Background: an optimization exercise with open tools, aiming at small area. Do not read the settings as production practice.
In this exercise RTL edits were held to simulation tests only and were not proved equivalent to the original.
Power figures rest on the tool's default switching activity, not on a simulated workload.

## job 4171
==> flow/design.v (excerpt) <==
module framer (
    input  wire        aclk,
    input  wire        aresetn,
    input  wire [255:0] s_axis_tdata,
    input  wire         s_axis_tvalid,
    output wire         s_axis_tready,
    output wire [31:0] m_axi_awaddr,
    output wire        m_axi_awvalid,
    input  wire        m_axi_awready,
    output wire [31:0] m_axi_wdata,
    output wire [3:0]  m_axi_wstrb,
    output wire        m_axi_wvalid,
    input  wire        m_axi_wready,
    input  wire [1:0]  m_axi_bresp,
    input  wire        m_axi_bvalid,
    output wire        m_axi_bready,
    output wire [31:0] m_axi_araddr,
    output wire        m_axi_arvalid,
    input  wire        m_axi_arready,
    input  wire [31:0] m_axi_rdata,
    input  wire [1:0]  m_axi_rresp,
    input  wire        m_axi_rvalid,
    output wire        m_axi_rready
);
==> flow/config.mk <==
export PLATFORM = sky130hd
export DESIGN_NAME = framer
export DESIGN_NICKNAME = framer
export VERILOG_FILES = /design/flow/design.v
export SDC_FILE = /design/flow/constraint.sdc
export NUM_CORES = 4
export LEC_CHECK = 0
export CAP_MARGIN = 20
export CORE_MARGIN = 2
export CORE_UTILIZATION = 60
export SLEW_MARGIN = 20
==> flow/constraint.sdc <==
create_clock -name core_clock -period 5.0 [get_ports {aclk}]
set_input_delay 1.0000 -clock core_clock [delete_from_list [all_inputs] [get_ports {aclk}]]
set_output_delay 1.0000 -clock core_clock [all_outputs]
set_load 0.01 [all_outputs]
standard.sh (not shown) runs the stock make flow with config.mk's settings and CLKGATE_MAP_FILE= SYNTH_SCRIPT=/design/flow/synth_recipe.tcl, a recipe that flattens the netlist after the stock synthesis.
==> flow/flow/run.sh <==
#!/bin/bash
# Standard layout with three changes to how it is made:
#  - synthesis maps the logic with an area-oriented ABC script (flow/abc.script);
#    the registers come out of the standard synthesis unchanged,
#  - every I/O port is buffered by a minimum-size buffer,
#  - clock sinks are clustered into larger groups, without dummy loads.
set -euo pipefail
here=$(pwd)
cat > "$here/my_synth.tcl" <<EOT
proc abc {args} {
  set i [lsearch \$args -script]
  if {\$i >= 0} { lset args [expr {\$i + 1}] {$here/flow/abc.script} }
  yosys abc {*}\$args
}
source {$here/synth_recipe.tcl}
EOT
bash standard.sh SYNTH_SCRIPT="$here/my_synth.tcl" \
  BUFFER_PORTS_ARGS="-buffer_cell sky130_fd_sc_hd__buf_1" \
  CTS_ARGS="-sink_clustering_enable -repair_clock_nets -buf_list sky130_fd_sc_hd__clkbuf_8 -sink_clustering_size 16 -sink_clustering_max_diameter 80 -dont_use_dummy_load" \
  finish > standard_flow.log 2>&1
==> flow/flow/abc.script <==
strash
&get -n
&st
&dch
&nf -R 1000
&st
&dch
&nf -R 1000
&put
topo
[inputs] job 8138 vs job 4171
diff --git a/flow/flow/run.sh b/flow/flow/run.sh
--- a/flow/flow/run.sh
+++ b/flow/flow/run.sh
@@ -19 +19 @@
-  CTS_ARGS="-sink_clustering_enable -repair_clock_nets -buf_list sky130_fd_sc_hd__clkbuf_8 -sink_clustering_size 16 -sink_clustering_max_diameter 80 -dont_use_dummy_load" \
+  CTS_ARGS="-sink_clustering_enable -repair_clock_nets -buf_list sky130_fd_sc_hd__clkbuf_4 -sink_clustering_size 10 -sink_clustering_max_diameter 60 -dont_use_dummy_load" \
Findings:
Job 8138 completed; timing, DRC and antenna clean. Between job 4171 and job 8138, maximum clock rate is higher for job 4171, job 8138 comes in under that. Compared with job 4171, in job 8138 power dissipated by switching net loads down 0.87%; post-synthesis cell count flat; number of global-route vias before repair up 69. Of job 4171 and job 8138, job 8138 shows the lower detail-routed net length per standard cell, with job 4171 above it. Pin slew with the least headroom to its limit, job 4171 and job 8138: higher on job 8138. Total power in job 8138 vs job 4171: down about 2.3%. Total routed wirelength delta (job 8138 -> job 4171): insignificant. Via count in job 8138 vs job 4171: up about 0.9%. Compared with job 4171, final area in job 8138 decreased slightly.
Input-level comparison between job 5148 and job 8138:
diff --git a/flow/flow/run.sh b/flow/flow/run.sh
--- a/flow/flow/run.sh
+++ b/flow/flow/run.sh
@@ -6 +6,2 @@
-#  - clock sinks are clustered into larger groups, without dummy loads.
+#  - clock sinks are clustered by CTS without dummy loads,
+#  - each constant output value comes from a single tie cell.
@@ -20 +21 @@
-  finish > standard_flow.log 2>&1
+  SKIP_REPAIR_TIE_FANOUT=1 finish > standard_flow.log 2>&1
--- outcome ---
Job 5148 vs. job 8138: final critical delay including setup and external delays saw an increase, minimum setup slack in the final design saw a decrease.
Reported for job 8138 and job 5148, synthesized area divided by synthesized cell count turned out identical to the last digit.
The critical path depth of job 5148 exceeds that of job 8138 by 1.
Buffering stage count on the worst path with inverters included ended up 1 higher on job 5148 than on job 8138.
Diff job 8138 -> job 5148: part of the power in combinational logic was more or less identical, final design instance area without fill moved down, post-detailed-placement half-perimeter wirelength up about 1.1%, part of the total power dissipated in sequential elements shows no meaningful change.
Modified inputs, job 366 compared to job 5148
# job 5148
export LEC_CHECK = 0
export CAP_MARGIN = 20
export CORE_MARGIN = 2
export CORE_UTILIZATION = 60
export SLEW_MARGIN = 20
create_clock -name core_clock -period 5.0 [get_ports {aclk}]
# job 366
export LEC_CHECK = 0
export CAP_MARGIN = 0
export CORE_MARGIN = 2
export CORE_UTILIZATION = 70
export SLEW_MARGIN = 0
create_clock -name core_clock -period 5.0 [get_ports {aclk}]
### Flow results
Compared with job 5148, job 366 instantiates a smaller number of cells. Taking job 5148 as the reference, in job 366 final core utilization higher, via count higher, tap cell count lower, worst setup slack higher, logic gate share of total power roughly the same. Job 366 vs job 5148, worst setup path endpoint: m_axi_wdata[1] vs m_axi_wdata[12]. Any difference in global-route wire length before repair between job 5148 and job 366 is small enough to ignore.
> inputs changed (job 366 -> job 6546)
# job 366
export LEC_CHECK = 0
export CAP_MARGIN = 0
export CORE_MARGIN = 2
export CORE_UTILIZATION = 70
export SLEW_MARGIN = 0
create_clock -name core_clock -period 5.0 [get_ports {aclk}]
# job 6546
export LEC_CHECK = 0
export CAP_MARGIN = 20
export CORE_MARGIN = 2
export CORE_UTILIZATION = 70
export GPL_TIMING_DRIVEN = 0
export SLEW_MARGIN = 20
create_clock -name core_clock -period 5.0 [get_ports {aclk}]
diff --git a/flow/flow/run.sh b/flow/flow/run.sh
--- a/flow/flow/run.sh
+++ b/flow/flow/run.sh
@@ -2 +2 @@
-# Standard layout with three changes to how it is made:
+# Standard layout with these changes to how it is made:
==> results.txt <==
Proportion of cell area spent on the clock network: job 6546 vs job 366, no meaningful difference
Taking job 366 as the reference, in job 6546 area overhead of the layout relative to synthesis grew by 6.5 points, instance area at placement moved up.
Compared with job 366, job 6546 shows a final setup slack of the worst path that is 130 ps lower.
Taking job 366 over job 6546, the detailed route wirelength on metal3 ratio works out to 0.888.
Of job 6546 and job 366, job 366 shows the higher pre-CTS worst setup slack, with job 6546 below it.
Compared with job 366, job 6546 shows routing usage on met1 higher by 1.5 points.
Looking at area of all placed cells without fillers across both flows, job 6546 is the weaker of the two, with job 366 ahead.
| internal power consumption | higher: job 6546 |
Summary of the comparison: arrival time of the worst setup path is higher in job 6546, relative to job 366.

## separate check: timing with driven ports
No port has a modelled driver above. Below, the same layouts with a new extraction and two added sets of constraints.
Step 1 (the two cells are an assumption about what drives the block):
set clk [get_ports {aclk}]
set_driving_cell -lib_cell sky130_fd_sc_hd__clkbuf_16 $clk
set_driving_cell -lib_cell sky130_fd_sc_hd__buf_2 [delete_from_list [all_inputs] $clk]
Step 2 times the ports against the registers' clock, not the clock port: input delays grow and output delays shrink by t, the midpoint of the rising clock arrivals with the driver on.
Slacks: no drivers / after step 1 / after step 2; pairs: no drivers / after step 1.
run | t, ns | slack for setup (ns) | worst setup path at the end | worst data-port slew with drivers (ns)
job 4171 | 0.562 | 0.673 / 0.634 / 1.196 | register to output | 0.07
job 8138 | 0.715 | 0.583 / 0.544 / 1.259 | register to output | 0.08
job 5148 | 0.713 | 0.406 / 0.362 / 1.075 | register to output | 0.10
job 366 | 0.703 | 0.411 / 0.369 / 1.072 | register to output | 0.10
job 6546 | 0.720 | 0.285 / 0.240 / 0.960 | register to output | 0.08
After both steps setup and hold are still met in every run listed.
